Source: an optimization exercise on an open RTL-to-GDS flow (aim: small area, a short achievable clock period and few clock cycles per item). Production flows keep margins and buffers that such runs may drop.
The RTL was checked by simulation tests, not by an equivalence proof against the original design.

==> flow/design.v <==
module mac16(m, x, kn, y);
    input [15:0] m;
    input [15:0] x;
    input [15:0] kn;
    output [15:0] y;
    wire p1 = ~(m[0] & x[0]);
    wire p2 = ~(m[0] & x[1]);
    wire p3 = ~(m[0] & x[2]);
    wire p4 = ~(m[0] & x[3]);
    wire p5 = ~(m[0] & x[4]);
    wire p6 = ~(m[0] & x[5]);
    wire p7 = ~(m[0] & x[6]);
    wire p8 = ~(m[0] & x[7]);
    wire p9 = ~(m[0] & x[8]);
    wire p10 = ~(m[0] & x[9]);
    wire p11 = ~(m[0] & x[10]);
    wire p12 = ~(m[0] & x[11]);
    wire p13 = ~(m[0] & x[12]);
    wire p14 = ~(m[0] & x[13]);
    wire p15 = ~(m[0] & x[14]);
    wire p16 = ~(m[0] & x[15]);
    wire p17 = ~(m[1] & x[0]);
    wire p18 = ~(m[1] & x[1]);
    wire p19 = ~(m[1] & x[2]);
    wire p20 = ~(m[1] & x[3]);
    wire p21 = ~(m[1] & x[4]);
    wire p22 = ~(m[1] & x[5]);
    wire p23 = ~(m[1] & x[6]);
    wire p24 = ~(m[1] & x[7]);
    wire p25 = ~(m[1] & x[8]);
    wire p26 = ~(m[1] & x[9]);
    wire p27 = ~(m[1] & x[10]);
    wire p28 = ~(m[1] & x[11]);
    wire p29 = ~(m[1] & x[12]);
    wire p30 = ~(m[1] & x[13]);
    wire p31 = ~(m[1] & x[14]);
    wire p32 = ~(m[2] & x[0]);
    wire p33 = ~(m[2] & x[1]);
    wire p34 = ~(m[2] & x[2]);
    wire p35 = ~(m[2] & x[3]);
    wire p36 = ~(m[2] & x[4]);
    wire p37 = ~(m[2] & x[5]);
    wire p38 = ~(m[2] & x[6]);
    wire p39 = ~(m[2] & x[7]);
    wire p40 = ~(m[2] & x[8]);
    wire p41 = ~(m[2] & x[9]);
    wire p42 = ~(m[2] & x[10]);
    wire p43 = ~(m[2] & x[11]);
    wire p44 = ~(m[2] & x[12]);
    wire p45 = ~(m[2] & x[13]);
    wire p46 = ~(m[3] & x[0]);
    wire p47 = ~(m[3] & x[1]);
    wire p48 = ~(m[3] & x[2]);
    wire p49 = ~(m[3] & x[3]);
    wire p50 = ~(m[3] & x[4]);
    wire p51 = ~(m[3] & x[5]);
    wire p52 = ~(m[3] & x[6]);
    wire p53 = ~(m[3] & x[7]);
    wire p54 = ~(m[3] & x[8]);
    wire p55 = ~(m[3] & x[9]);
    wire p56 = ~(m[3] & x[10]);
    wire p57 = ~(m[3] & x[11]);
    wire p58 = ~(m[3] & x[12]);
    wire p59 = ~(m[4] & x[0]);
    wire p60 = ~(m[4] & x[1]);
    wire p61 = ~(m[4] & x[2]);
    wire p62 = ~(m[4] & x[3]);
    wire p63 = ~(m[4] & x[4]);
    wire p64 = ~(m[4] & x[5]);
    wire p65 = ~(m[4] & x[6]);
    wire p66 = ~(m[4] & x[7]);
    wire p67 = ~(m[4] & x[8]);
    wire p68 = ~(m[4] & x[9]);
    wire p69 = ~(m[4] & x[10]);
    wire p70 = ~(m[4] & x[11]);
    wire p71 = ~(m[5] & x[0]);
    wire p72 = ~(m[5] & x[1]);
    wire p73 = ~(m[5] & x[2]);
    wire p74 = ~(m[5] & x[3]);
    wire p75 = ~(m[5] & x[4]);
    wire p76 = ~(m[5] & x[5]);
    wire p77 = ~(m[5] & x[6]);
    wire p78 = ~(m[5] & x[7]);
    wire p79 = ~(m[5] & x[8]);
    wire p80 = ~(m[5] & x[9]);
    wire p81 = ~(m[5] & x[10]);
    wire p82 = ~(m[6] & x[0]);
    wire p83 = ~(m[6] & x[1]);
    wire p84 = ~(m[6] & x[2]);
    wire p85 = ~(m[6] & x[3]);
    wire p86 = ~(m[6] & x[4]);
    wire p87 = ~(m[6] & x[5]);
    wire p88 = ~(m[6] & x[6]);
    wire p89 = ~(m[6] & x[7]);
    wire p90 = ~(m[6] & x[8]);
    wire p91 = ~(m[6] & x[9]);
    wire p92 = ~(m[7] & x[0]);
    wire p93 = ~(m[7] & x[1]);
    wire p94 = ~(m[7] & x[2]);
    wire p95 = ~(m[7] & x[3]);
    wire p96 = ~(m[7] & x[4]);
    wire p97 = ~(m[7] & x[5]);
    wire p98 = ~(m[7] & x[6]);
    wire p99 = ~(m[7] & x[7]);
    wire p100 = ~(m[7] & x[8]);
    wire p101 = ~(m[8] & x[0]);
    wire p102 = ~(m[8] & x[1]);
    wire p103 = ~(m[8] & x[2]);
    wire p104 = ~(m[8] & x[3]);
    wire p105 = ~(m[8] & x[4]);
    wire p106 = ~(m[8] & x[5]);
    wire p107 = ~(m[8] & x[6]);
    wire p108 = ~(m[8] & x[7]);
    wire p109 = ~(m[9] & x[0]);
    wire p110 = ~(m[9] & x[1]);
    wire p111 = ~(m[9] & x[2]);
    wire p112 = ~(m[9] & x[3]);
    wire p113 = ~(m[9] & x[4]);
    wire p114 = ~(m[9] & x[5]);
    wire p115 = ~(m[9] & x[6]);
    wire p116 = ~(m[10] & x[0]);
    wire p117 = ~(m[10] & x[1]);
    wire p118 = ~(m[10] & x[2]);
    wire p119 = ~(m[10] & x[3]);
    wire p120 = ~(m[10] & x[4]);
    wire p121 = ~(m[10] & x[5]);
    wire p122 = ~(m[11] & x[0]);
    wire p123 = ~(m[11] & x[1]);
    wire p124 = ~(m[11] & x[2]);
    wire p125 = ~(m[11] & x[3]);
    wire p126 = ~(m[11] & x[4]);
    wire p127 = ~(m[12] & x[0]);
    wire p128 = ~(m[12] & x[1]);
    wire p129 = ~(m[12] & x[2]);
    wire p130 = ~(m[12] & x[3]);
    wire p131 = ~(m[13] & x[0]);
    wire p132 = ~(m[13] & x[1]);
    wire p133 = ~(m[13] & x[2]);
    wire p134 = ~(m[14] & x[0]);
    wire p135 = ~(m[14] & x[1]);
    wire p136 = ~(m[15] & x[0]);
    wire s137;
    xnor_cell h138(kn[1], p17, s137);
    wire c138;
    or_cell o138(kn[1], p17, c138);
    wire s139, c140;
    fa_cell f140(kn[2], p18, p3, s139, c140);
    wire s141;
    xnor_cell h142(p32, c138, s141);
    wire c142;
    or_cell o142(p32, c138, c142);
    wire s143, c144;
    fa_cell f144(kn[3], p19, p33, s143, c144);
    wire s145, c146;
    fa_cell f146(p4, p46, c142, s145, c146);
    wire s147;
    xnor_cell h148(c140, s143, s147);
    wire c148;
    or_cell o148(c140, s143, c148);
    wire s149, c150;
    fa_cell f150(kn[4], p20, p34, s149, c150);
    wire s151, c152;
    fa_cell f152(p47, p5, p59, s151, c152);
    wire s153, c154;
    fa_cell f154(c144, s149, s151, s153, c154);
    wire s155;
    xnor_cell h156(c148, c146, s155);
    wire c156;
    or_cell o156(c148, c146, c156);
    wire s157, c158;
    fa_cell f158(kn[5], p21, p35, s157, c158);
    wire s159, c160;
    fa_cell f160(p48, p6, p60, s159, c160);
    wire s161, c162;
    fa_cell f162(p71, c150, c152, s161, c162);
    wire s163, c164;
    fa_cell f164(s157, s159, s161, s163, c164);
    wire s165;
    xnor_cell h166(c154, c156, s165);
    wire c166;
    or_cell o166(c154, c156, c166);
    wire s167, c168;
    fa_cell f168(kn[6], p22, p36, s167, c168);
    wire s169, c170;
    fa_cell f170(p49, p61, p7, s169, c170);
    wire s171, c172;
    fa_cell f172(p72, p82, c158, s171, c172);
    wire s173, c174;
    fa_cell f174(c160, s167, s169, s173, c174);
    wire s175, c176;
    fa_cell f176(c162, s171, s173, s175, c176);
    wire s177;
    xnor_cell h178(c166, c164, s177);
    wire c178;
    or_cell o178(c166, c164, c178);
    wire s179, c180;
    fa_cell f180(kn[7], p23, p37, s179, c180);
    wire s181, c182;
    fa_cell f182(p50, p62, p73, s181, c182);
    wire s183, c184;
    fa_cell f184(p8, p83, p92, s183, c184);
    wire s185, c186;
    fa_cell f186(c168, c170, s179, s185, c186);
    wire s187, c188;
    fa_cell f188(s181, s183, c172, s187, c188);
    wire s189, c190;
    fa_cell f190(c174, s185, s187, s189, c190);
    wire s191;
    xnor_cell h192(c176, c178, s191);
    wire c192;
    or_cell o192(c176, c178, c192);
    wire s193, c194;
    fa_cell f194(kn[8], p101, p24, s193, c194);
    wire s195, c196;
    fa_cell f196(p38, p51, p63, s195, c196);
    wire s197, c198;
    fa_cell f198(p74, p84, p9, s197, c198);
    wire s199, c200;
    fa_cell f200(p93, c180, c182, s199, c200);
    wire s201, c202;
    fa_cell f202(c184, s193, s195, s201, c202);
    wire s203, c204;
    fa_cell f204(s197, c186, s199, s203, c204);
    wire s205, c206;
    fa_cell f206(s201, c188, s203, s205, c206);
    wire s207;
    xnor_cell h208(c190, c192, s207);
    wire c208;
    or_cell o208(c190, c192, c208);
    wire s209, c210;
    fa_cell f210(kn[9], p10, p102, s209, c210);
    wire s211, c212;
    fa_cell f212(p109, p25, p39, s211, c212);
    wire s213, c214;
    fa_cell f214(p52, p64, p75, s213, c214);
    wire s215, c216;
    fa_cell f216(p85, p94, c194, s215, c216);
    wire s217, c218;
    fa_cell f218(c196, c198, s209, s217, c218);
    wire s219, c220;
    fa_cell f220(s211, s213, c200, s219, c220);
    wire s221, c222;
    fa_cell f222(s215, c202, s217, s221, c222);
    wire s223, c224;
    fa_cell f224(c204, s219, s221, s223, c224);
    wire s225;
    xnor_cell h226(c206, c208, s225);
    wire c226;
    or_cell o226(c206, c208, c226);
    wire s227, c228;
    fa_cell f228(kn[10], p103, p11, s227, c228);
    wire s229, c230;
    fa_cell f230(p110, p116, p26, s229, c230);
    wire s231, c232;
    fa_cell f232(p40, p53, p65, s231, c232);
    wire s233, c234;
    fa_cell f234(p76, p86, p95, s233, c234);
    wire s235, c236;
    fa_cell f236(c210, c212, c214, s235, c236);
    wire s237, c238;
    fa_cell f238(s227, s229, s231, s237, c238);
    wire s239, c240;
    fa_cell f240(s233, c216, c218, s239, c240);
    wire s241, c242;
    fa_cell f242(s235, s237, c220, s241, c242);
    wire s243, c244;
    fa_cell f244(c222, s239, s241, s243, c244);
    wire s245;
    xnor_cell h246(c224, c226, s245);
    wire c246;
    or_cell o246(c224, c226, c246);
    wire s247, c248;
    fa_cell f248(kn[11], p104, p111, s247, c248);
    wire s249, c250;
    fa_cell f250(p117, p12, p122, s249, c250);
    wire s251, c252;
    fa_cell f252(p27, p41, p54, s251, c252);
    wire s253, c254;
    fa_cell f254(p66, p77, p87, s253, c254);
    wire s255, c256;
    fa_cell f256(p96, c228, c230, s255, c256);
    wire s257, c258;
    fa_cell f258(c232, c234, s247, s257, c258);
    wire s259, c260;
    fa_cell f260(s249, s251, s253, s259, c260);
    wire s261, c262;
    fa_cell f262(c236, s255, c238, s261, c262);
    wire s263, c264;
    fa_cell f264(s257, s259, c240, s263, c264);
    wire s265, c266;
    fa_cell f266(s261, c242, s263, s265, c266);
    wire s267;
    xnor_cell h268(c244, s265, s267);
    wire c268;
    or_cell o268(c244, s265, c268);
    wire s269, c270;
    fa_cell f270(kn[12], p105, p112, s269, c270);
    wire s271, c272;
    fa_cell f272(p118, p123, p127, s271, c272);
    wire s273, c274;
    fa_cell f274(p13, p28, p42, s273, c274);
    wire s275, c276;
    fa_cell f276(p55, p67, p78, s275, c276);
    wire s277, c278;
    fa_cell f278(p88, p97, c248, s277, c278);
    wire s279, c280;
    fa_cell f280(c250, c252, c254, s279, c280);
    wire s281, c282;
    fa_cell f282(s269, s271, s273, s281, c282);
    wire s283, c284;
    fa_cell f284(s275, c256, c258, s283, c284);
    wire s285, c286;
    fa_cell f286(s277, c260, s279, s285, c286);
    wire s287, c288;
    fa_cell f288(s281, c262, s283, s287, c288);
    wire s289, c290;
    fa_cell f290(s285, c264, s287, s289, c290);
    wire s291;
    xnor_cell h292(c266, s289, s291);
    wire c292;
    or_cell o292(c266, s289, c292);
    wire s293, c294;
    fa_cell f294(kn[13], p106, p113, s293, c294);
    wire s295, c296;
    fa_cell f296(p119, p124, p128, s295, c296);
    wire s297, c298;
    fa_cell f298(p131, p14, p29, s297, c298);
    wire s299, c300;
    fa_cell f300(p43, p56, p68, s299, c300);
    wire s301, c302;
    fa_cell f302(p79, p89, p98, s301, c302);
    wire s303, c304;
    fa_cell f304(c270, c272, c274, s303, c304);
    wire s305, c306;
    fa_cell f306(c276, s293, s295, s305, c306);
    wire s307, c308;
    fa_cell f308(s297, s299, s301, s307, c308);
    wire s309, c310;
    fa_cell f310(c278, c280, c282, s309, c310);
    wire s311, c312;
    fa_cell f312(s303, s305, s307, s311, c312);
    wire s313, c314;
    fa_cell f314(c284, c286, s309, s313, c314);
    wire s315, c316;
    fa_cell f316(s311, c288, s313, s315, c316);
    wire s317;
    xnor_cell h318(c290, s315, s317);
    wire c318;
    or_cell o318(c290, s315, c318);
    wire s319, c320;
    fa_cell f320(kn[14], p107, p114, s319, c320);
    wire s321, c322;
    fa_cell f322(p120, p125, p129, s321, c322);
    wire s323, c324;
    fa_cell f324(p132, p134, p15, s323, c324);
    wire s325, c326;
    fa_cell f326(p30, p44, p57, s325, c326);
    wire s327, c328;
    fa_cell f328(p69, p80, p90, s327, c328);
    wire s329, c330;
    fa_cell f330(p99, c294, c296, s329, c330);
    wire s331, c332;
    fa_cell f332(c298, c300, c302, s331, c332);
    wire s333, c334;
    fa_cell f334(s319, s321, s323, s333, c334);
    wire s335, c336;
    fa_cell f336(s325, s327, c304, s335, c336);
    wire s337, c338;
    fa_cell f338(s329, c306, c308, s337, c338);
    wire s339, c340;
    fa_cell f340(s331, s333, c310, s339, c340);
    wire s341, c342;
    fa_cell f342(s335, s337, c312, s341, c342);
    wire s343, c344;
    fa_cell f344(c314, s339, s341, s343, c344);
    wire s345;
    xnor_cell h346(c316, s343, s345);
    wire c346;
    or_cell o346(c316, s343, c346);
    wire s347, c348;
    fa_cell f348(kn[15], p100, p108, s347, c348);
    wire s349, c350;
    fa_cell f350(p115, p121, p126, s349, c350);
    wire s351, c352;
    fa_cell f352(p130, p133, p135, s351, c352);
    wire s353, c354;
    fa_cell f354(p136, p16, p31, s353, c354);
    wire s355, c356;
    fa_cell f356(p45, p58, p70, s355, c356);
    wire s357, c358;
    fa_cell f358(p81, p91, c320, s357, c358);
    wire s359, c360;
    fa_cell f360(c322, c324, c326, s359, c360);
    wire s361, c362;
    fa_cell f362(c328, s347, s349, s361, c362);
    wire s363, c364;
    fa_cell f364(s351, s353, s355, s363, c364);
    wire s365, c366;
    fa_cell f366(c330, c332, s357, s365, c366);
    wire s367, c368;
    fa_cell f368(c334, s359, s361, s367, c368);
    wire s369, c370;
    fa_cell f370(s363, c336, c338, s369, c370);
    wire s371, c372;
    fa_cell f372(s365, s367, c340, s371, c372);
    wire s373, c374;
    fa_cell f374(s369, c342, s371, s373, c374);
    wire s375;
    xnor_cell h376(c344, c346, s375);
    wire [15:0] g, p;
    nor_cell gn0(kn[0], p1, g[0]);
    xor_cell pn0(kn[0], p1, p[0]);
    nor_cell gn1(p2, s137, g[1]);
    xor_cell pn1(p2, s137, p[1]);
    nor_cell gn2(s141, s139, g[2]);
    xor_cell pn2(s141, s139, p[2]);
    nor_cell gn3(s147, s145, g[3]);
    xor_cell pn3(s147, s145, p[3]);
    nor_cell gn4(s155, s153, g[4]);
    xor_cell pn4(s155, s153, p[4]);
    nor_cell gn5(s165, s163, g[5]);
    xor_cell pn5(s165, s163, p[5]);
    nor_cell gn6(s177, s175, g[6]);
    xor_cell pn6(s177, s175, p[6]);
    nor_cell gn7(s191, s189, g[7]);
    xor_cell pn7(s191, s189, p[7]);
    nor_cell gn8(s207, s205, g[8]);
    xor_cell pn8(s207, s205, p[8]);
    nor_cell gn9(s223, s225, g[9]);
    xor_cell pn9(s223, s225, p[9]);
    nor_cell gn10(s243, s245, g[10]);
    xor_cell pn10(s243, s245, p[10]);
    nor_cell gn11(c246, s267, g[11]);
    xor_cell pn11(c246, s267, p[11]);
    nor_cell gn12(c268, s291, g[12]);
    xor_cell pn12(c268, s291, p[12]);
    nor_cell gn13(c292, s317, g[13]);
    xor_cell pn13(c292, s317, p[13]);
    nor_cell gn14(c318, s345, g[14]);
    xor_cell pn14(c318, s345, p[14]);
    nor_cell gn15(s373, s375, g[15]);
    xor_cell pn15(s373, s375, p[15]);
    wire G377;
    ao21_cell a377(g[1], p[1], g[0], G377);
    wire G378;
    ao21_cell a378(g[2], p[2], G377, G378);
    wire G379;
    ao21_cell a379(g[3], p[3], G378, G379);
    wire G380;
    ao21_cell a380(g[4], p[4], G379, G380);
    wire G381;
    ao21_cell a381(g[5], p[5], G380, G381);
    wire G382;
    ao21_cell a382(g[6], p[6], G381, G382);
    wire G383;
    ao21_cell a383(g[7], p[7], G382, G383);
    wire G384;
    ao21_cell a384(g[8], p[8], G383, G384);
    wire G385;
    ao21_cell a385(g[9], p[9], G384, G385);
    wire G386;
    ao21_cell a386(g[10], p[10], G385, G386);
    wire C387;
    ao21_cell a387(g[11], p[11], G386, C387);
    wire G388;
    wire G389;
    ao21_cell a389(g[12], p[12], g[11], G389);
    wire P390;
    and2_cell n390(p[12], p[11], P390);
    ao21_cell a388(G389, P390, G386, G388);
    wire C391;
    wire G392;
    ao21_cell a392(g[13], p[13], g[12], G392);
    wire P393;
    and2_cell n393(p[13], p[12], P393);
    ao21_cell a391(G392, P393, C387, C391);
    wire G394;
    wire G395;
    ao21_cell a395(g[14], p[14], g[13], G395);
    wire P396;
    and2_cell n396(p[14], p[13], P396);
    ao21_cell a394(G395, P396, G388, G394);
    assign y[0] = p[0];
    xor_cell sn1(p[1], g[0], y[1]);
    xor_cell sn2(p[2], G377, y[2]);
    xor_cell sn3(p[3], G378, y[3]);
    xor_cell sn4(p[4], G379, y[4]);
    xor_cell sn5(p[5], G380, y[5]);
    xor_cell sn6(p[6], G381, y[6]);
    xor_cell sn7(p[7], G382, y[7]);
    xor_cell sn8(p[8], G383, y[8]);
    xor_cell sn9(p[9], G384, y[9]);
    xor_cell sn10(p[10], G385, y[10]);
    xor_cell sn11(p[11], G386, y[11]);
    xor_cell sn12(p[12], C387, y[12]);
    xor_cell sn13(p[13], G388, y[13]);
    xor_cell sn14(p[14], C391, y[14]);
    xor_cell sn15(p[15], G394, y[15]);
endmodule
module fa_cell(a, b, c, s, co);
    input a, b, c;
    output s, co;
    assign s = a ^ b ^ c;
    assign co = (a & b) | (a & c) | (b & c);
endmodule
module xnor_cell(a, b, y);
    input a, b;
    output y;
    assign y = ~(a ^ b);
endmodule
module or_cell(a, b, y);
    input a, b;
    output y;
    assign y = a | b;
endmodule
module nor_cell(a, b, y);
    input a, b;
    output y;
    assign y = ~(a | b);
endmodule
module xor_cell(a, b, y);
    input a, b;
    output y;
    assign y = a ^ b;
endmodule
module and2_cell(a, b, y);
    input a, b;
    output y;
    assign y = a & b;
endmodule
module ao21_cell(a, b, c, y);
    input a, b, c;
    output y;
    assign y = a | (b & c);
endmodule
module polinomio(clk, inicio, reset, a, b, c, x, saida, pronto, livre);
    input clk;
    input inicio;
    input reset;
    input [15:0] a;
    input [15:0] b;
    input [15:0] c;
    input [15:0] x;
    output [15:0] saida;
    output pronto;
    output livre;
    reg [15:0] acc;
    reg livre_r;    
    reg pronto_r;
    wire [15:0] m = livre_r ? a : acc;
    wire [15:0] kn = livre_r ? ~b : ~c;    
    wire [15:0] y;
    mac16 u0(m, x, kn, y);
    always @(posedge clk) begin
        acc <= y;
        if (reset) begin
            livre_r <= 1'b1;
            pronto_r <= 1'b0;
        end else begin
            livre_r <= ~(livre_r & inicio);
            pronto_r <= ~livre_r;
        end
    end
    assign saida = acc;
    assign pronto = pronto_r;
    assign livre = livre_r;
endmodule
==> flow/flow/run.sh <==
#!/bin/bash
# Standard ORFS layout, except that the port buffers are sky130_fd_sc_hd__buf_1.
set -o pipefail
cp standard.sh standard.sh.txt
export BUFFER_PORTS_ARGS="-buffer_cell sky130_fd_sc_hd__buf_1"
bash standard.sh > standard.log 2>&1
==> flow/standard.sh <==
#!/bin/bash
# synth_recipe.tcl (not shown) runs the flow's synth.tcl, then flattens the netlist and writes it again
# the make line also repeats each setting of config.mk as NAME=value (left out here)
make -C /OpenROAD-flow-scripts/flow DESIGN_CONFIG=/design/flow/config.mk WORK_HOME=/design/flow/orfs CLKGATE_MAP_FILE= SYNTH_SCRIPT=/design/flow/synth_recipe.tcl "${@:-finish}"
==> flow/config.mk <==
export PLATFORM = sky130hd
export DESIGN_NAME = polinomio
export DESIGN_NICKNAME = polinomio
export VERILOG_FILES = /design/flow/design.v
export SDC_FILE = /design/flow/constraint.sdc
export NUM_CORES = 4
export LEC_CHECK = 0
export CAP_MARGIN = 20
export CORE_MARGIN = 2
export CORE_UTILIZATION = 40
export SETUP_SLACK_MARGIN = 3.3
export SLEW_MARGIN = 20
export SYNTH_HIERARCHICAL = 1
==> flow/constraint.sdc <==
create_clock -name core_clock -period 9.0 [get_ports {clk}]
set_input_delay 1.8000 -clock core_clock [delete_from_list [all_inputs] [get_ports {clk}]]
set_output_delay 1.8000 -clock core_clock [all_outputs]
set_load 0.01 [all_outputs]
==> results.py, run 1 <==
metrics = {
    "yosys": {
        "synthMuxAreaShare": 0.0904,
        "synth-edff-count": 0,
        "synth_xor_area_frac": 0.0945,
        "synth_cell_types": 18,
        "synthTopCellsByArea": "fa_1 (49%), nand2_1 (12%), dfxtp_1 (8.5%)",
        "synthAdderAreaFrac": 0.493,
        "async_reset_ff_frac": 0,
        "ys_ff_latch": 18,
        "syn_avg_cell_area_um2": 10.3,
        "ys_seq_area_frac": 0.0845,
        "synth_top_area_frac": 0.493,
        "yosys.area_share.simple": 0.161,
        "yosys_warnings": 7,
        "synth_top_family_by_area": "adder cells",
        "syn_inst": 413,
        "synthesis.nets": 585,
        "synth_compound_area_frac": 0.0299,
        "synth_area_leader_cell": "fa_1",
        "ys.flop_type": "dfxtp_1",
        "synth_area_um2": 4260,
    },
    "sta": {
        "timing.final.crit_share": 0.624,
        "tightestPinTransition_ns": 0.457,
        "hold_viol_final": 0,
        "worst_slack_ns": 3.39,
        "finalMaxSlewViolations": 0,
        "finClkSkew_ns": 0.0120,
        "relSlewSlack": 0.695,
        "grt_setup_unrepaired": "no",
        "fin_tns_setup_ns": 0,
        "worst_hold_slack_ns": 0.639,
        "setup_violations": 0,
        "fmax_ghz": 0.178,
        "layout_min_cycle_time_ns": 5.61,
    },
    "worst_setup_path": {
        "cpPeakStageDelay_ns": 0.56,
        "cp.arrival_ns": 5.76,
        "path_common_cell": "fa_1",
        "cp_slowest_cell": "fa_1",
        "path_max_fanout": 7,
        "timing_worst_setup_path_type": "input port to flip-flop",
        "required_ns": 9.14,
        "path_cells": "buf_1 > mux2_4 > nand2_1 > fa_2 > fa_1 > fa_2 > fa_1 > fa_1 > or2_4 > xor2_2 > and2_1 > a21o_1 > a21o_1 > xor2_1",
        "end_kind": "flip-flop",
        "worstSetupStartpointType": "input port",
    },
    "placed_design": {
        "place_ws_ns": 2.71,
        "dp_hpwl_mm": 8.58,
        "place.gp.congestion": 0.857,
        "numPortBuffers": 84,
        "dpl-instance-area_um2": 4550,
        "placedCellCount": 608,
    },
    "clocking": {
        "cts.sinks": 18,
        "clk_pin_slew_worst_paths_ns": 0.09,
        "h-tree-depth": 1,
        "root_buffer": "clkbuf_8",
        "cts_buffers": 3,
        "clkLatencyLatePin_ns": 0.26,
        "cts_tree": "built",
        "cts.path.max_buffers": 2,
    },
    "final_layout": {
        "diodes": 0,
        "area_delta_synth_final_pct": 14.1,
        "drive_above_1_share": 0.139,
        "final_cell_mix": "nand2_1 (136), fa_1 (92), buf_1 (75)",
        "nets": 664,
        "fin_area_um2": 4870,
        "layout_commonest_cell": "nand2_1",
        "fin_cells": 626,
    },
    "drt": {
        "drc": 0,
        "drt_iter0_drc": 238,
        "first_pass_iters": 4,
        "wirelength_mm": 11.4,
        "drtAntennaViolNets": 0,
        "vias": 3201,
        "avgViaCountPerCell": 5.11,
        "wire_per_inst_um": 18.2,
    },
    "worst_hold_path": {
        "worstHoldPathType": "flip-flop to flip-flop",
    },
    "die": {
        "floorplan.rows": 37,
        "core_um2": 10300,
        "start_util": 0.413,
        "die-area_um2": 11500,
        "fp.dieH_um": 107,
        "boundaryPins": 85,
        "die_w_um": 107,
    },
    "outcome": {
        "status": "complete, no violations",
    },
    "global_routing": {
        "grt_max_degree": 36,
        "antenna_found_initial": 0,
        "grt_overflow_total": 0,
        "grt_use_total": 0.203,
        "grt_pass1_wl_mm": 17.6,
        "grt_pass1_vias": 3465,
    },
    "flow_run": {
        "drv_cap": 0,
    },
}
==> path summary, 6_finish.rpt <==
path | from | endpoint | slack [ns] | depth (start not counted)
worst max-delay path | a[2] | acc[15] | 3.39 | 14
worst min-delay path | livre_r | pronto_r | 0.64 | 1
worst min register to register | livre_r | pronto_r | 0.64 | 1
worst max register to register | livre_r | acc[15] | 4.03 | 14
==> metrics by stage <==
step | util
global route | 0.471
finish | 0.471
global placement | 0.441
floorplan | -
CTS | 0.450
detailed placement | 0.441
==> synthesized netlist by cell type (4+ instances only) <==
library cell and instances:
nand2_1 136, fa_1 105, xor2_1 31, dfxtp_1 18
a21o_1 17, mux2i_1 16, nor2_1 16, xnor2_1 15
or2_1 14, mux2_4 12, buf_2 10, buf_4 8
buf_6 5, mux2_2 4
==> Yosys stat by module, one instance, submodules excluded <==
module / times used / area [um2]
or_cell: 14 / 6.26
xor_cell: 31 / 8.76
fa_cell: 105 / 20.0
ao21_cell: 17 / 7.51
nor_cell: 15 / 3.75
polinomio: 1 / 811
mac16: 1 / 658
xnor_cell: 15 / 8.76
and2_cell: 3 / 6.26
==> what timing repair did <==
action | 4_1_cts | 5_1_grt
buffers inserted | 4 | 8
pin swaps | 0 | 15
cloned | 0 | 2
endpoints found under the setup margin | 4 | 4
gates resized for setup | 9 | 30
hold buffers | 0 | 0
==> final cells by class <==
cell class | count | area (um2)
clock buffer | 3 | 41.3
fill | 1000 | 5460
multi-input combinational | 372 | 3840
sequential | 18 | 362
tap | 136 | 170
timing repair buffer | 97 | 454
==> layer usage <==
layer | vias to the layer above | global-route usage | share of wire
li1 | 1411 | - | -
met1 | 1622 | 0.263 | 0.39
met2 | 151 | 0.355 | 0.52
met3 | 17 | 0.0236 | 0.076
met4 | 0 | 0.0659 | 0.023
met5 | - | 0 | 0
==> critical path: cells and delay by family <==
family	cells	cell delay, ns
adders and majority gates	5	2.25
and+or+nand+nor	3	0.55
xor gates and xnor gates	2	0.34
buffers and inverters	1	0.15
AOI/OAI and AO/OA	2	0.39
muxes	1	0.26
==> registers in the layout (all words and copies together), names as in the netlist <==
| register | cells |
|---|---|
| pronto_r | 1 |
| livre_r | 1 |
| acc | 16 |
==> kinds of logic after synthesis <==
| group | after synthesis |
|---|---|
| AO/OA/AOI/OAI | 17 |
| XOR/XNOR | 46 |
| adder cells (fa/ha/maj) | 105 |
| buffers and inverters | 25 |
| flip-flops | 18 |
| multiplexers | 32 |
| AND/OR/NAND/NOR | 170 |
Testbench counts, summed over its fixed seeds: cycles 6,400, items 3,200.
==> inputs of run 2 (changes only) <==
--- a/flow/config.mk
+++ b/flow/config.mk
@@ -9,5 +9,5 @@
 export CORE_MARGIN = 2
 export CORE_UTILIZATION = 40
-export SETUP_SLACK_MARGIN = 3.3
+export SETUP_SLACK_MARGIN = 3.0
 export SLEW_MARGIN = 20
 export SYNTH_HIERARCHICAL = 1
==> run 2 against run 1 <==
Worst setup slack lost 0.17 ns. Global-route usage up 0.30 points. Register-to-register slack lost 0.26 ns. Fmax shrank 3.0%. Sequential cell count unchanged. Cell count down 2.1%. Clock skew shrank 0.010 ns. Critical path type unchanged.
==> results.py, run 2 <==
metrics = {
    "sta": {
        "worst_hold_slack_ns": 0.514,
        "grt_setup_unrepaired": "no",
        "layout_min_cycle_time_ns": 5.79,
        "fin_tns_setup_ns": 0,
        "relSlewSlack": 0.587,
        "tightestPinTransition_ns": 0.620,
        "timing.final.crit_share": 0.643,
        "finClkSkew_ns": 0.00195,
        "finalMaxSlewViolations": 0,
        "fmax_ghz": 0.173,
        "setup_violations": 0,
        "hold_viol_final": 0,
    },
    "final_layout": {
        "drive_above_1_share": 0.0566,
        "largest_register": "acc",
        "area_delta_synth_final_pct": 8.39,
        "diodes": 0,
        "register_area_um2": 362,
        "nets": 650,
        "final_cell_mix": "nand2_1 (136), fa_1 (105), buf_1 (79)",
        "fill_cells": 1025,
        "layout_commonest_cell": "nand2_1",
        "largest_reg_flops": 16,
        "multi_input_area_um2": 3710,
        "top_regs": "acc (16), livre_r (1), pronto_r (1)",
    },
    "placed_design": {
        "dp_hpwl_mm": 8.63,
        "place.gp.congestion": 0.848,
        "numPortBuffers": 84,
    },
    "yosys": {
        "synth_area_leader_cell": "fa_1",
        "synth_area_um2": 4260,
        "synth_commonest_cells": "nand2_1 (136), fa_1 (105), xor2_1 (31)",
        "ys_seq_area_frac": 0.0845,
        "synth_top_area_frac": 0.493,
        "synth_most_common_cell": "nand2_1",
        "synth-edff-count": 0,
        "synth_cell_types": 18,
        "syn_inst": 413,
        "yosys_warnings": 7,
        "ys_ff_latch": 18,
        "syn_avg_cell_area_um2": 10.3,
        "synthTopCellsByArea": "fa_1 (49%), nand2_1 (12%), dfxtp_1 (8.5%)",
        "async_reset_ff_frac": 0,
        "ys.flop_type": "dfxtp_1",
        "synthesis.nets": 585,
    },
    "clocking": {
        "cts_buffers": 3,
        "clk_pin_slew_worst_paths_ns": 0.08,
        "hold_buffers": 0,
        "h-tree-depth": 1,
        "cts.path.max_buffers": 2,
        "cts.sinks": 18,
        "cts_tree": "built",
        "clkLatencyLatePin_ns": 0.26,
        "root_buffer": "clkbuf_8",
        "post_cts_buffers": 0,
    },
    "worst_hold_path": {
        "worstHoldPathType": "flip-flop to flip-flop",
        "worstHoldStart": "livre_r",
    },
    "global_routing": {
        "antenna_found_initial": 0,
        "grt_pass1_vias": 3498,
        "grt_pass1_wl_mm": 17.9,
        "grt_max_degree": 29,
        "grt_use_total": 0.206,
        "grt_overflow_total": 0,
    },
    "die": {
        "start_util": 0.413,
        "fp.dieH_um": 107,
        "core_um2": 10300,
        "floorplan.rows": 37,
        "die_w_um": 107,
        "boundaryPins": 85,
        "die-area_um2": 11500,
    },
    "drt": {
        "wirelength_mm": 10.7,
        "drt_iter0_drc": 144,
        "drtAntennaViolNets": 0,
        "drc": 0,
        "first_pass_iters": 4,
        "vias": 3065,
        "avgViaCountPerCell": 5.00,
        "wire_per_inst_um": 17.5,
    },
    "worst_setup_path": {
        "path_max_fanout": 16,
        "startpoint": "a[0]",
        "r2r_start": "livre_r",
        "cp.arrival_ns": 5.94,
        "end_kind": "flip-flop",
        "worstSetupStartpointType": "input port",
        "timing_worst_setup_path_type": "input port to flip-flop",
        "required_ns": 9.16,
    },
    "outcome": {
        "status": "complete, no violations",
    },
    "flow_run": {
        "drv_cap": 0,
    },
}
[run 2: cell count changes in the layout (fill, tap and decap cells not counted), moves of 4 or more]
cell / delta
buf_2: -4
fa_2: -13
fa_1: +13
xnor2_1: +5
buf_1: +4
xnor2_2: -5
buf_4: -11
[run 2: worst paths after layout]
path,slack (ns),cells past startpoint,end
worst min-delay path,0.51,1,livre_r
worst min register to register,0.51,1,livre_r
worst max-delay path,3.21,16,acc[15]
worst max register to register,3.77,16,acc[15]
[run 2: repair_timing]
item / 4_1_cts / 5_1_grt
gates resized for setup: 0 / 6
setup endpoints to repair: 0 / 4
endpoints found under the hold margin: 0 / 0
[run 2: per-module statistics from Yosys (local to each module, per instance)]
module,area (um2),flip-flops and latches,times used,cells
polinomio,811,18,1,56
mac16,658,0,1,157
fa_cell,20.0,0,105,1
xnor_cell,8.76,0,15,1
xor_cell,8.76,0,31,1
ao21_cell,7.51,0,17,1
and2_cell,6.26,0,3,1
or_cell,6.26,0,14,1
nor_cell,3.75,0,15,1
[run 2: cell type report]
type / count / area share
flip-flops and latches: 18 / 0.0782
repair buffers: 85 / 0.0712
multi-input cells: 370 / 0.802
well taps: 136 / 0.0368
clock buffers: 4 / 0.0119
[run 2: kinds of logic (layout without fill, tap and decap cells)]
logic type	after synthesis	count (layout)	share of synthesized area
AO/OA/AOI/OAI	17	17	0.0299
XOR/XNOR	46	46	0.0945
adder cells (fa/ha/maj)	105	105	0.493
buffers and inverters	25	89	0.0472
flip-flops	18	18	0.0845
multiplexers	32	32	0.0904
AND/OR/NAND/NOR	170	170	0.161
[run 2: worst max-delay path: stages]
cell,delay [ns]
buf_1,0.06
mux2_2,0.39
nand2_1,0.15
fa_1,0.44
fa_1,0.46
fa_1,0.41
or2_1,0.29
or2_1,0.27
or2_1,0.26
or2_1,0.27
or2_1,0.26
xor2_1,0.18
and2_1,0.16
a21o_1,0.20
a21o_1,0.17
xor2_1,0.15
[run 2: per-layer routing]
layer,vias up,share of wire,global-route usage
met3,12,0.067,0.0291
met4,0,0.026,0.0677
met5,-,0,0
met2,131,0.50,0.350
li1,1383,-,-
met1,1539,0.41,0.272
[run 2: metrics by stage]
step | util | worst slack [ns] | area [um2] | cells
after floorplan | - | 3.27 | 4260 | 413
after global placement | 0.441 | 2.89 | 4560 | 609
after detailed placement | 0.441 | 2.74 | 4560 | 609
after CTS | 0.447 | 3.01 | 4610 | 613
after global routing | 0.448 | 3.00 | 4620 | 613
final | 0.448 | 3.21 | 4620 | 613
==> inputs of run 3 (changes only) <==
--- a/flow/design.v
+++ b/flow/design.v
@@ -153,9 +153,9 @@
     fa_cell f144(kn[3], p19, p33, s143, c144);
     wire s145, c146;
-    fa_cell f146(p4, p46, c142, s145, c146);
+    fa_cell f146(p4, p46, c140, s145, c146);
     wire s147;
-    xnor_cell h148(c140, s143, s147);
+    xnor_cell h148(s143, c142, s147);
     wire c148;
-    or_cell o148(c140, s143, c148);
+    or_cell o148(s143, c142, c148);
     wire s149, c150;
     fa_cell f150(kn[4], p20, p34, s149, c150);
@@ -165,7 +165,7 @@
     fa_cell f154(c144, s149, s151, s153, c154);
     wire s155;
-    xnor_cell h156(c148, c146, s155);
+    xnor_cell h156(c146, c148, s155);
     wire c156;
-    or_cell o156(c148, c146, c156);
+    or_cell o156(c146, c148, c156);
     wire s157, c158;
     fa_cell f158(kn[5], p21, p35, s157, c158);
@@ -191,7 +191,7 @@
     fa_cell f176(c162, s171, s173, s175, c176);
     wire s177;
-    xnor_cell h178(c166, c164, s177);
+    xnor_cell h178(c164, c166, s177);
     wire c178;
-    or_cell o178(c166, c164, c178);
+    or_cell o178(c164, c166, c178);
     wire s179, c180;
     fa_cell f180(kn[7], p23, p37, s179, c180);
@@ -245,7 +245,7 @@
     fa_cell f224(c204, s219, s221, s223, c224);
     wire s225;
-    xnor_cell h226(c206, c208, s225);
+    xnor_cell h226(c206, s223, s225);
     wire c226;
-    or_cell o226(c206, c208, c226);
+    or_cell o226(c206, s223, c226);
     wire s227, c228;
     fa_cell f228(kn[10], p103, p11, s227, c228);
@@ -267,7 +267,7 @@
     fa_cell f244(c222, s239, s241, s243, c244);
     wire s245;
-    xnor_cell h246(c224, c226, s245);
+    xnor_cell h246(c224, s243, s245);
     wire c246;
-    or_cell o246(c224, c226, c246);
+    or_cell o246(c224, s243, c246);
     wire s247, c248;
     fa_cell f248(kn[11], p104, p111, s247, c248);
@@ -407,5 +407,5 @@
     fa_cell f374(s369, c342, s371, s373, c374);
     wire s375;
-    xnor_cell h376(c344, c346, s375);
+    xnor_cell h376(c344, s373, s375);
     wire [15:0] g, p;
     nor_cell gn0(kn[0], p1, g[0]);
@@ -421,14 +421,14 @@
     nor_cell gn5(s165, s163, g[5]);
     xor_cell pn5(s165, s163, p[5]);
-    nor_cell gn6(s177, s175, g[6]);
-    xor_cell pn6(s177, s175, p[6]);
-    nor_cell gn7(s191, s189, g[7]);
-    xor_cell pn7(s191, s189, p[7]);
-    nor_cell gn8(s207, s205, g[8]);
-    xor_cell pn8(s207, s205, p[8]);
-    nor_cell gn9(s223, s225, g[9]);
-    xor_cell pn9(s223, s225, p[9]);
-    nor_cell gn10(s243, s245, g[10]);
-    xor_cell pn10(s243, s245, p[10]);
+    nor_cell gn6(s175, s177, g[6]);
+    xor_cell pn6(s175, s177, p[6]);
+    nor_cell gn7(s189, s191, g[7]);
+    xor_cell pn7(s189, s191, p[7]);
+    nor_cell gn8(s205, s207, g[8]);
+    xor_cell pn8(s205, s207, p[8]);
+    nor_cell gn9(c208, s225, g[9]);
+    xor_cell pn9(c208, s225, p[9]);
+    nor_cell gn10(c226, s245, g[10]);
+    xor_cell pn10(c226, s245, p[10]);
     nor_cell gn11(c246, s267, g[11]);
     xor_cell pn11(c246, s267, p[11]);
@@ -439,6 +439,6 @@
     nor_cell gn14(c318, s345, g[14]);
     xor_cell pn14(c318, s345, p[14]);
-    nor_cell gn15(s373, s375, g[15]);
-    xor_cell pn15(s373, s375, p[15]);
+    nor_cell gn15(c346, s375, g[15]);
+    xor_cell pn15(c346, s375, p[15]);
     wire G377;
     ao21_cell a377(g[1], p[1], g[0], G377);
@@ -461,24 +461,16 @@
     wire G386;
     ao21_cell a386(g[10], p[10], G385, G386);
-    wire C387;
-    ao21_cell a387(g[11], p[11], G386, C387);
-    wire G388;
+    wire G387;
+    ao21_cell a387(g[11], p[11], G386, G387);
+    wire C388;
+    ao21_cell a388(g[12], p[12], G387, C388);
     wire G389;
-    ao21_cell a389(g[12], p[12], g[11], G389);
-    wire P390;
-    and2_cell n390(p[12], p[11], P390);
-    ao21_cell a388(G389, P390, G386, G388);
-    wire C391;
-    wire G392;
-    ao21_cell a392(g[13], p[13], g[12], G392);
-    wire P393;
-    and2_cell n393(p[13], p[12], P393);
-    ao21_cell a391(G392, P393, C387, C391);
-    wire G394;
-    wire G395;
-    ao21_cell a395(g[14], p[14], g[13], G395);
-    wire P396;
-    and2_cell n396(p[14], p[13], P396);
-    ao21_cell a394(G395, P396, G388, G394);
+    wire G390;
+    ao21_cell a390(g[13], p[13], g[12], G390);
+    wire P391;
+    and2_cell n391(p[13], p[12], P391);
+    ao21_cell a389(G390, P391, G387, G389);
+    wire C392;
+    ao21_cell a392(g[14], p[14], G389, C392);
     assign y[0] = p[0];
     xor_cell sn1(p[1], g[0], y[1]);
@@ -493,8 +485,8 @@
     xor_cell sn10(p[10], G385, y[10]);
     xor_cell sn11(p[11], G386, y[11]);
-    xor_cell sn12(p[12], C387, y[12]);
-    xor_cell sn13(p[13], G388, y[13]);
-    xor_cell sn14(p[14], C391, y[14]);
-    xor_cell sn15(p[15], G394, y[15]);
+    xor_cell sn12(p[12], G387, y[12]);
+    xor_cell sn13(p[13], C388, y[13]);
+    xor_cell sn14(p[14], G389, y[14]);
+    xor_cell sn15(p[15], C392, y[15]);
 endmodule
 module fa_cell(a, b, c, s, co);
==> run 3 against run 2 <==
Clock-buffer cell count is 1 lower. Hold slack lost 0.057 ns. Via count is 0.20% lower. Global-route usage down 0.14 points. Register-to-register slack better by 0.08 ns. Die area shrank 0.62%. Wire length grew 0.39%. Synthesized cell count down 0.97%. Worst setup slack improved by 0.016 ns. Critical path type unchanged. Highest routed layer unchanged.
==> results.py, run 3 <==
metrics = {
    "outcome": {
        "status": "complete, no violations",
    },
    "yosys": {
        "async_reset_ff_frac": 0,
        "synthTopCellsByArea": "fa_1 (50%), nand2_1 (12%), dfxtp_1 (8.5%)",
        "synth_cell_types": 18,
        "ys_ff_latch": 18,
        "yosys_warnings": 7,
        "synth_area_um2": 4240,
        "ys_seq_area_frac": 0.0851,
        "synthesis.nets": 581,
        "synth_commonest_cells": "nand2_1 (136), fa_1 (105), xor2_1 (31)",
        "synth_most_common_cell": "nand2_1",
        "syn_avg_cell_area_um2": 10.4,
        "ys.flop_type": "dfxtp_1",
        "syn_inst": 409,
        "synth-edff-count": 0,
        "synth_area_leader_cell": "fa_1",
        "synth_top_area_frac": 0.496,
    },
    "final_layout": {
        "nets": 646,
        "final_cell_mix": "nand2_1 (136), fa_1 (105), buf_1 (77)",
        "fill_cells": 1024,
        "top_regs": "acc (16), livre_r (1), pronto_r (1)",
        "postLayoutCoreUtil": 0.444,
        "layout_commonest_cell": "nand2_1",
        "drive_above_1_share": 0.0593,
        "diodes": 0,
        "largest_reg_flops": 16,
        "fin_area_um2": 4580,
        "area_delta_synth_final_pct": 8.09,
        "largest_register": "acc",
    },
    "sta": {
        "grt_setup_unrepaired": "no",
        "layout_min_cycle_time_ns": 5.77,
        "worst_hold_slack_ns": 0.458,
        "finalMaxSlewViolations": 0,
        "timing.final.crit_share": 0.641,
        "worst_slack_ns": 3.23,
        "hold_viol_final": 0,
        "fin_tns_setup_ns": 0,
        "setup_violations": 0,
        "relSlewSlack": 0.574,
        "finClkSkew_ns": 0.0104,
        "fmax_ghz": 0.173,
        "tightestPinTransition_ns": 0.639,
    },
    "global_routing": {
        "grt_overflow_total": 0,
        "grt_pass1_vias": 3401,
        "antenna_found_initial": 0,
        "grt_pass1_wl_mm": 17.8,
        "use_met2": 0.337,
        "grt_max_degree": 32,
        "use_met3": 0.0304,
        "busiest_layer": "met2",
        "grtUsageMet1": 0.281,
        "grt_use_total": 0.205,
    },
    "worst_setup_path": {
        "timing.rr.end": "acc[15]",
        "cp_slowest_cell": "fa_1",
        "r2r_start": "livre_r",
        "path_cells": "buf_1 > mux2_2 > nand2_1 > fa_1 > fa_1 > fa_1 > fa_1 > fa_1 > xnor2_1 > xor2_1 > a21o_1 > a21o_1 > a21o_1 > a21o_1 > xor2_1",
        "critPathTopFamily": "adder cells",
        "timing_worst_setup_path_type": "input port to flip-flop",
        "reg2regPathDepth": 15,
        "required_ns": 9.15,
        "worstSetupStartpointType": "input port",
        "worstPathBufferInverterCount": 1,
        "cp.arrival_ns": 5.92,
        "end_kind": "flip-flop",
        "path_common_cell": "fa_1",
        "r2r_slack_ns": 3.85,
        "cpPeakStageDelay_ns": 0.52,
        "path_max_fanout": 15,
    },
    "drt": {
        "wirelength_mm": 10.7,
        "drtAntennaViolNets": 0,
        "drc": 0,
        "vias": 3059,
        "first_pass_iters": 4,
        "drt_iter0_drc": 186,
        "avgViaCountPerCell": 5.03,
        "wire_per_inst_um": 17.7,
    },
    "die": {
        "die-area_um2": 11400,
        "start_util": 0.410,
        "die_w_um": 107,
        "fp.dieH_um": 107,
        "boundaryPins": 85,
        "core_um2": 10300,
        "floorplan.rows": 37,
    },
    "worst_hold_path": {
        "hold_end": "pronto_r",
        "worstHoldStart": "livre_r",
        "whs_path_depth": 1,
        "worstHoldPathType": "flip-flop to flip-flop",
    },
    "flow_run": {
        "drv_cap": 0,
    },
    "clocking": {
        "clk_pin_slew_worst_paths_ns": 0.09,
        "cts_buffers": 3,
        "h-tree-depth": 1,
        "post_cts_buffers": 0,
        "cts_tree": "built",
        "cts.path.max_buffers": 2,
        "root_buffer": "clkbuf_8",
        "clkLatencyLatePin_ns": 0.27,
        "cts.sinks": 18,
    },
    "placed_design": {
        "place.gp.congestion": 0.898,
        "numPortBuffers": 84,
        "place_ws_ns": 2.78,
        "dpl-instance-area_um2": 4530,
        "dp_hpwl_mm": 8.50,
    },
}
-- run 3: Yosys stat by module, one instance, submodules excluded, excerpt --
module	copies in the design	flip-flops and latches	area (um2)	cells inside
and2_cell	1	0	6.26	1
ao21_cell	15	0	7.51	1
fa_cell	105	0	20.0	1
mac16	1	0	658	157
nor_cell	15	0	3.75	1
or_cell	14	0	6.26	1
xnor_cell	15	0	8.76	1
-- run 3: worst register-to-register path, cell delays in order (launching register included) --
cell and delay, ns:
dfxtp_2 0.37, buf_4 0.47, mux2_2 0.53, nand2_1 0.15, fa_1 0.44, fa_1 0.42
fa_1 0.43, fa_1 0.52, fa_1 0.44, xnor2_1 0.24, xor2_1 0.12, a21o_1 0.21
a21o_1 0.20, a21o_1 0.18, a21o_1 0.16, xor2_1 0.15
-- run 3: cell type report --
class,instances,area [um2],area share
Clock buffer,3,41.3,0.00902
Multi-Input combinational cell,366,3670,0.802
Tap cell,136,170,0.0372
Timing Repair Buffer,85,332,0.0724
Sequential cell,18,362,0.0790
-- run 3: worst max path at each step --
stage	cells after the start	startpoint	end	slack [ns]
floorplan	15	a[0]	acc[15]	3.21
global placement	13	x[0]	acc[15]	2.81
detailed placement	13	x[0]	acc[15]	2.78
CTS	13	x[0]	acc[15]	3.06
global route	18	a[1]	acc[15]	3.01
finish	15	a[1]	acc[15]	3.23
-- run 3: what timing repair did --
action | CTS | global route
endpoints found under the setup margin | 0 | 3
hold buffers | 0 | 0
gates resized for setup | 0 | 8
-- run 3: through the flow --
step | instances
final | 608
after floorplan | 409
after global placement | 605
after detailed placement | 605
after CTS | 608
after global routing | 608
-- run 3: layer usage --
metal / vias to the layer above / wire [um]
met4: 0 / 238
met5: - / 0
met2: 125 / 5290
met1: 1554 / 4430
met3: 14 / 778
li1: 1366 / -
-- run 3: kinds of logic (layout without fill, tap and decap cells) --
| group | Yosys count | in the layout | share of synthesized area |
|---|---|---|---|
| AND/OR/NAND/NOR | 168 | 168 | 0.159 |
| adder cells (fa/ha/maj) | 105 | 105 | 0.496 |
| XOR/XNOR | 46 | 46 | 0.0951 |
| multiplexers | 32 | 32 | 0.0910 |
| buffers and inverters | 25 | 88 | 0.0475 |
| flip-flops | 18 | 18 | 0.0851 |
| AO/OA/AOI/OAI | 15 | 15 | 0.0266 |
Testbench counts of run 3, summed over its fixed seeds: cycles 6,400, items 3,200.
==> inputs of run 4 (changes only) <==
--- a/flow/config.mk
+++ b/flow/config.mk
@@ -9,5 +9,5 @@
 export CORE_MARGIN = 2
 export CORE_UTILIZATION = 40
-export SETUP_SLACK_MARGIN = 3.0
+export SETUP_SLACK_MARGIN = 3.2
 export SLEW_MARGIN = 20
 export SYNTH_HIERARCHICAL = 1
==> run 4 against run 3 <==
Utilization increased by 0.65 points. Register-to-register slack improved by 0.12 ns. Clock-buffer cell count unchanged. Cell count increased by 0.49%. Wire length increased by 2.8%. Sequential share of layout area decreased by 0.11 points. Fmax increased by 2.0%. Critical endpoint unchanged. Largest cell class unchanged. Highest routed layer unchanged.
==> results.py, run 4 <==
metrics = {
    "yosys": {
        "yosys.area_share.simple": 0.159,
        "synthesis.nets": 581,
        "synth_area_um2": 4240,
        "ys.flop_type": "dfxtp_1",
        "ys_seq_area_frac": 0.0851,
        "async_reset_ff_frac": 0,
        "synth_top_family_by_area": "adder cells",
        "synth_area_leader_cell": "fa_1",
        "ys_ff_latch": 18,
        "syn_inst": 409,
        "synth_xor_area_frac": 0.0951,
        "synthMuxAreaShare": 0.0910,
        "synthTopCellsByArea": "fa_1 (50%), nand2_1 (12%), dfxtp_1 (8.5%)",
        "synth_compound_area_frac": 0.0266,
        "synth_top_area_frac": 0.496,
        "syn_avg_cell_area_um2": 10.4,
        "synth-edff-count": 0,
        "synth_most_common_cell": "nand2_1",
        "synth_cell_types": 18,
        "yosys_warnings": 7,
        "synthAdderAreaFrac": 0.496,
        "synth_commonest_cells": "nand2_1 (136), fa_1 (105), xor2_1 (31)",
    },
    "final_layout": {
        "fin_cells": 611,
        "diodes": 0,
        "nets": 649,
        "area_delta_synth_final_pct": 9.69,
        "final_cell_mix": "nand2_1 (136), fa_1 (103), buf_1 (75)",
        "multi_input_area_um2": 3720,
        "largest_reg_flops": 16,
        "fill_cells": 1019,
        "largest_register": "acc",
        "layout_commonest_cell": "nand2_1",
        "top_regs": "acc (16), livre_r (1), pronto_r (1)",
        "register_area_um2": 362,
        "postLayoutCoreUtil": 0.450,
        "drive_above_1_share": 0.0800,
    },
    "sta": {
        "finClkSkew_ns": 0.0104,
        "fin_tns_setup_ns": 0,
        "setup_violations": 0,
        "grt_setup_unrepaired": "no",
        "fmax_ghz": 0.177,
        "finalMaxSlewViolations": 0,
        "relSlewSlack": 0.606,
        "hold_viol_final": 0,
        "tightestPinTransition_ns": 0.590,
        "layout_min_cycle_time_ns": 5.66,
        "timing.final.crit_share": 0.629,
    },
    "global_routing": {
        "grt_overflow_total": 0,
        "grt_pass1_wl_mm": 17.8,
        "grt_max_degree": 32,
        "grt_use_total": 0.205,
        "grt_pass1_vias": 3401,
        "antenna_found_initial": 0,
    },
    "clocking": {
        "cts_tree": "built",
        "root_buffer": "clkbuf_8",
        "cts_buffers": 3,
        "clk_pin_slew_worst_paths_ns": 0.09,
        "clkLatencyLatePin_ns": 0.27,
        "cts.path.max_buffers": 2,
        "cts.sinks": 18,
        "h-tree-depth": 1,
    },
    "worst_setup_path": {
        "path_max_fanout": 7,
        "r2r_start": "livre_r",
        "startpoint": "a[1]",
        "worstSetupStartpointType": "input port",
        "timing_worst_setup_path_type": "input port to flip-flop",
        "cp.arrival_ns": 5.80,
        "required_ns": 9.15,
        "end_kind": "flip-flop",
    },
    "die": {
        "core_um2": 10300,
        "die_w_um": 107,
        "boundaryPins": 85,
        "die-area_um2": 11400,
        "fp.dieH_um": 107,
        "floorplan.rows": 37,
        "start_util": 0.410,
    },
    "drt": {
        "drtAntennaViolNets": 0,
        "vias": 3087,
        "avgViaCountPerCell": 5.05,
        "routed.top_layer": "met4",
        "wl_met2_mm": 5.42,
        "wirelength_mm": 11.0,
        "wire_per_inst_um": 18.1,
        "wl_met3_um": 998,
        "drt_iter0_drc": 243,
        "first_pass_iters": 4,
        "drc": 0,
        "wl_met1_mm": 4.35,
    },
    "placed_design": {
        "dp_hpwl_mm": 8.50,
        "numPortBuffers": 84,
        "place.gp.congestion": 0.898,
        "placedCellCount": 605,
    },
    "worst_hold_path": {
        "worstHoldPathType": "flip-flop to flip-flop",
        "worstHoldStart": "livre_r",
    },
    "outcome": {
        "status": "complete, no violations",
    },
    "flow_run": {
        "drv_cap": 0,
    },
}
-- run 4: cell counts after synthesis --
Identical to the previous run, type by type.
-- run 4: final timing paths --
path | slack (ns) | end | depth (start not counted)
setup / recovery | 3.34 | acc[15] | 14
hold / removal | 0.46 | pronto_r | 1
setup reg to reg | 3.97 | acc[15] | 14
hold reg to reg | 0.46 | pronto_r | 1
-- run 4: cell families after synthesis --
group | Yosys count
xor+xnor | 46
simple gates | 168
compound gates | 15
mux | 32
flops | 18
buf+inv | 25
fa+ha+maj | 105
-- run 4: final cells by class --
cell class,instances,share of cell area
multi-input cells,367,0.802
flip-flops and latches,18,0.0778
repair buffers,87,0.0751
well taps,136,0.0366
clock buffers,3,0.00889
-- run 4: stage by stage --
step / worst slack, ns / hold slack (ns) / cell area, um2
5_1_grt: 3.18 / 0.493 / 4650
3_3_place_gp: 2.81 / 0.423 / 4530
2_1_floorplan: 3.21 / 0.756 / 4240
4_1_cts: 3.21 / 0.464 / 4580
3_5_place_dp: 2.78 / 0.446 / 4530
6_report: 3.34 / 0.457 / 4650
-- run 4: layer usage --
| metal | vias to the layer above | track usage |
|---|---|---|
| met1 | 1554 | 0.281 |
| met4 | 0 | 0.0649 |
| met5 | - | 0 |
| met3 | 16 | 0.0304 |
| met2 | 140 | 0.337 |
| li1 | 1377 | - |
-- run 4: what timing repair did --
item	in CTS	in global routing
endpoints found under the hold margin	0	0
setup buffers	0	2
setup endpoints to repair	2	3
cloned	0	1
gates resized for setup	4	13
pin swaps	0	0
hold buffers	0	0
-- run 4: critical path, stage by stage --
cell     delay [ns]
buf_1          0.10
mux2_2         0.37
nand2_1        0.12
fa_1           0.46
fa_1           0.42
fa_1           0.53
fa_1           0.43
fa_1           0.50
xnor2_2        0.18
xor2_1         0.20
and2_1         0.18
a21o_1         0.19
a21o_1         0.16
xor2_1         0.15
-- run 4: Yosys stat by module (local to each module, per instance), a selection --
module | flops+latches | times used | area (um2) | cells
xnor_cell | 0 | 15 | 8.76 | 1
nor_cell | 0 | 15 | 3.75 | 1
fa_cell | 0 | 105 | 20.0 | 1
and2_cell | 0 | 1 | 6.26 | 1
xor_cell | 0 | 31 | 8.76 | 1
polinomio | 18 | 1 | 811 | 56
or_cell | 0 | 14 | 6.26 | 1
mac16 | 0 | 1 | 658 | 157
==> inputs of run 5 (changes only) <==
--- a/flow/config.mk
+++ b/flow/config.mk
@@ -9,5 +9,5 @@
 export CORE_MARGIN = 2
 export CORE_UTILIZATION = 40
-export SETUP_SLACK_MARGIN = 3.2
+export SETUP_SLACK_MARGIN = 3.4
 export SLEW_MARGIN = 20
 export SYNTH_HIERARCHICAL = 1
==> run 5 against run 4 <==
First-iteration DRC count fell by 4.1%. Utilization rose by 3.2 points. Cell count rose by 3.4%. Critical path depth rose by 1. Register-to-register slack got worse by 0.15 ns. Hold slack improved by 0.16 ns. Worst setup slack improved by 0.077 ns. Clock-buffer cell count did not move.
==> results.py, run 5 <==
metrics = {
    "drt": {
        "drt_iter0_drc": 233,
        "first_pass_iters": 5,
        "wire_per_inst_um": 18.1,
        "wirelength_mm": 11.4,
        "drc": 0,
        "vias": 3243,
        "avgViaCountPerCell": 5.13,
        "drtAntennaViolNets": 0,
    },
    "final_layout": {
        "fin_area_um2": 4970,
        "top_regs": "acc (16), livre_r (1), pronto_r (1)",
        "layout_commonest_cell": "nand2_1",
        "largest_reg_flops": 16,
        "final_cell_mix": "nand2_1 (132), fa_1 (86), buf_1 (72)",
        "diodes": 0,
        "postLayoutCoreUtil": 0.482,
        "area_delta_synth_final_pct": 17.4,
        "largest_register": "acc",
        "nets": 670,
        "fin_cells": 632,
        "drive_above_1_share": 0.181,
    },
    "outcome": {
        "status": "complete, no violations",
    },
    "yosys": {
        "synth_cell_types": 18,
        "async_reset_ff_frac": 0,
        "synth-edff-count": 0,
        "synth_top_area_frac": 0.496,
        "ys_seq_area_frac": 0.0851,
        "yosys_warnings": 7,
        "synth_area_leader_cell": "fa_1",
        "synth_most_common_cell": "nand2_1",
        "synth_commonest_cells": "nand2_1 (136), fa_1 (105), xor2_1 (31)",
        "synth_area_um2": 4240,
        "synthesis.nets": 581,
        "syn_avg_cell_area_um2": 10.4,
        "syn_inst": 409,
        "ys_ff_latch": 18,
        "synthTopCellsByArea": "fa_1 (50%), nand2_1 (12%), dfxtp_1 (8.5%)",
        "ys.flop_type": "dfxtp_1",
    },
    "placed_design": {
        "numPortBuffers": 84,
        "place_ws_ns": 2.75,
        "place.gp.congestion": 0.853,
        "dp_hpwl_mm": 8.62,
        "placedCellCount": 605,
        "dpl-instance-area_um2": 4540,
    },
    "global_routing": {
        "grt_max_degree": 25,
        "antenna_found_initial": 0,
        "grt_pass1_wl_mm": 18.4,
        "grt_use_total": 0.213,
        "grt_pass1_vias": 3613,
        "grt_overflow_total": 0,
    },
    "worst_setup_path": {
        "reg2regPathDepth": 15,
        "path_max_fanout": 6,
        "required_ns": 9.14,
        "startpoint": "a[8]",
        "cp.arrival_ns": 5.72,
        "r2r_slack_ns": 3.82,
        "worstSetupStartpointType": "input port",
        "critPathCapture": "acc[15]",
        "end_kind": "flip-flop",
        "r2r_start": "livre_r",
        "timing.rr.end": "acc[15]",
        "timing_worst_setup_path_type": "input port to flip-flop",
    },
    "sta": {
        "worst_hold_slack_ns": 0.617,
        "grt_setup_unrepaired": "yes",
        "finalMaxSlewViolations": 0,
        "setup_violations": 0,
        "worst_slack_ns": 3.42,
        "fin_tns_setup_ns": 0,
        "layout_min_cycle_time_ns": 5.58,
        "fmax_ghz": 0.179,
        "tightestPinTransition_ns": 0.451,
        "hold_viol_final": 0,
        "finClkSkew_ns": 0.0105,
        "timing.final.crit_share": 0.620,
        "relSlewSlack": 0.699,
    },
    "clocking": {
        "cts_buffers": 3,
        "hold_buffers": 0,
        "root_buffer": "clkbuf_8",
        "clkLatencyLatePin_ns": 0.27,
        "clk_pin_slew_worst_paths_ns": 0.08,
        "cts.path.max_buffers": 2,
        "cts_tree": "built",
        "h-tree-depth": 1,
        "cts.sinks": 18,
    },
    "flow_run": {
        "drv_cap": 0,
    },
    "worst_hold_path": {
        "worstHoldPathType": "flip-flop to flip-flop",
    },
    "die": {
        "start_util": 0.410,
        "boundaryPins": 85,
        "die-area_um2": 11400,
        "fp.dieH_um": 107,
        "die_w_um": 107,
        "floorplan.rows": 37,
        "core_um2": 10300,
    },
}
[run 5: cell counts after synthesis]
No cell type changed its count.
[run 5: cell type report]
| cell class | instances | area, um2 |
|---|---|---|
| fillers | 971 | 5350 |
| multi-input cells | 368 | 3840 |
| repair buffers | 107 | 561 |
| flip-flops and latches | 18 | 362 |
| well taps | 136 | 170 |
| clock buffers | 3 | 41.3 |
[run 5: routing by layer]
| layer | wire length [um] | up-vias | GRT usage |
|---|---|---|---|
| met5 | 0 | - | 0 |
| li1 | - | 1415 | - |
| met4 | 484 | 0 | 0.0993 |
| met1 | 4540 | 1640 | 0.270 |
| met3 | 728 | 32 | 0.0304 |
| met2 | 5680 | 156 | 0.359 |
[run 5: cells by family after synthesis]
kind of cell / after synthesis / synth area share
buffers and inverters: 25 / 0.0475
DFF: 18 / 0.0851
adders and majority gates: 105 / 0.496
xor gates and xnor gates: 46 / 0.0951
muxes: 32 / 0.0910
and+or+nand+nor: 168 / 0.159
AOI/OAI and AO/OA: 15 / 0.0266
[run 5: repair_timing]
item | CTS | global route
buffers inserted | 12 | 10
pin swaps | 10 | 24
endpoints found under the hold margin | 0 | 0
gates cloned | 1 | 1
resized for setup | 28 | 25
setup endpoints to repair | 4 | 3
[run 5: worst min-delay path by stage]
stage | start | to | depth (start not counted)
after floorplan | livre_r | livre_r | 3
after CTS | livre_r | livre_r | 1
after global placement | livre_r | livre_r | 1
final | livre_r | livre_r | 1
after detailed placement | livre_r | livre_r | 1
after global routing | livre_r | livre_r | 1
[run 5: worst max-delay path, cell delays in order]
cell	delay (ns)
buf_1	0.07
mux2_4	0.31
buf_4	0.18
nand2_1	0.08
fa_2	0.44
fa_2	0.36
fa_2	0.35
fa_1	0.54
fa_1	0.47
or2_4	0.27
xor2_2	0.19
and2_1	0.16
a21o_1	0.18
a21o_1	0.16
xor2_1	0.16
[run 5: Yosys stat by module, one instance, submodules excluded, a selection]
| module | cells inside | flops+latches | cell area, um2 |
|---|---|---|---|
| polinomio | 56 | 18 | 811 |
| mac16 | 157 | 0 | 658 |
| fa_cell | 1 | 0 | 20.0 |
| xnor_cell | 1 | 0 | 8.76 |
| ao21_cell | 1 | 0 | 7.51 |
| and2_cell | 1 | 0 | 6.26 |
| or_cell | 1 | 0 | 6.26 |
| nor_cell | 1 | 0 | 3.75 |

[re-timing with driven ports]
How much do the figures lean on ideal ports? The routed layouts below were timed once more, with nothing changed but the port constraints.
Step 1, drivers: a clkbuf_16 drives clk and a buf_2 each remaining input, both assumed.
Step 2 moves the port delays by t, midway between the first and last clock arrival at a register: inputs arrive t later, outputs are due t later. That takes back most of the time a late clock gives input paths.
Slacks: ideal ports / drivers / drivers and shift; pairs: ideal ports / drivers.
| run | shift t [ns] | setup slack, ns | worst setup path at the end |
|---|---|---|---|
| run 1 | 0.293 | 3.386 / 3.399 / 3.106 | input to register |
| run 2 | 0.297 | 3.214 / 3.225 / 2.927 | input to register |
| run 3 | 0.291 | 3.230 / 3.239 / 2.948 | input to register |
| run 4 | 0.291 | 3.343 / 3.355 / 3.064 | input to register |
| run 5 | 0.292 | 3.420 / 3.433 / 3.141 | input to register |
After both steps setup and hold are still met in every run listed. The setup slack of run 2, which loses most, moves by +0.011 ns with the drivers and by -0.287 ns with both steps.
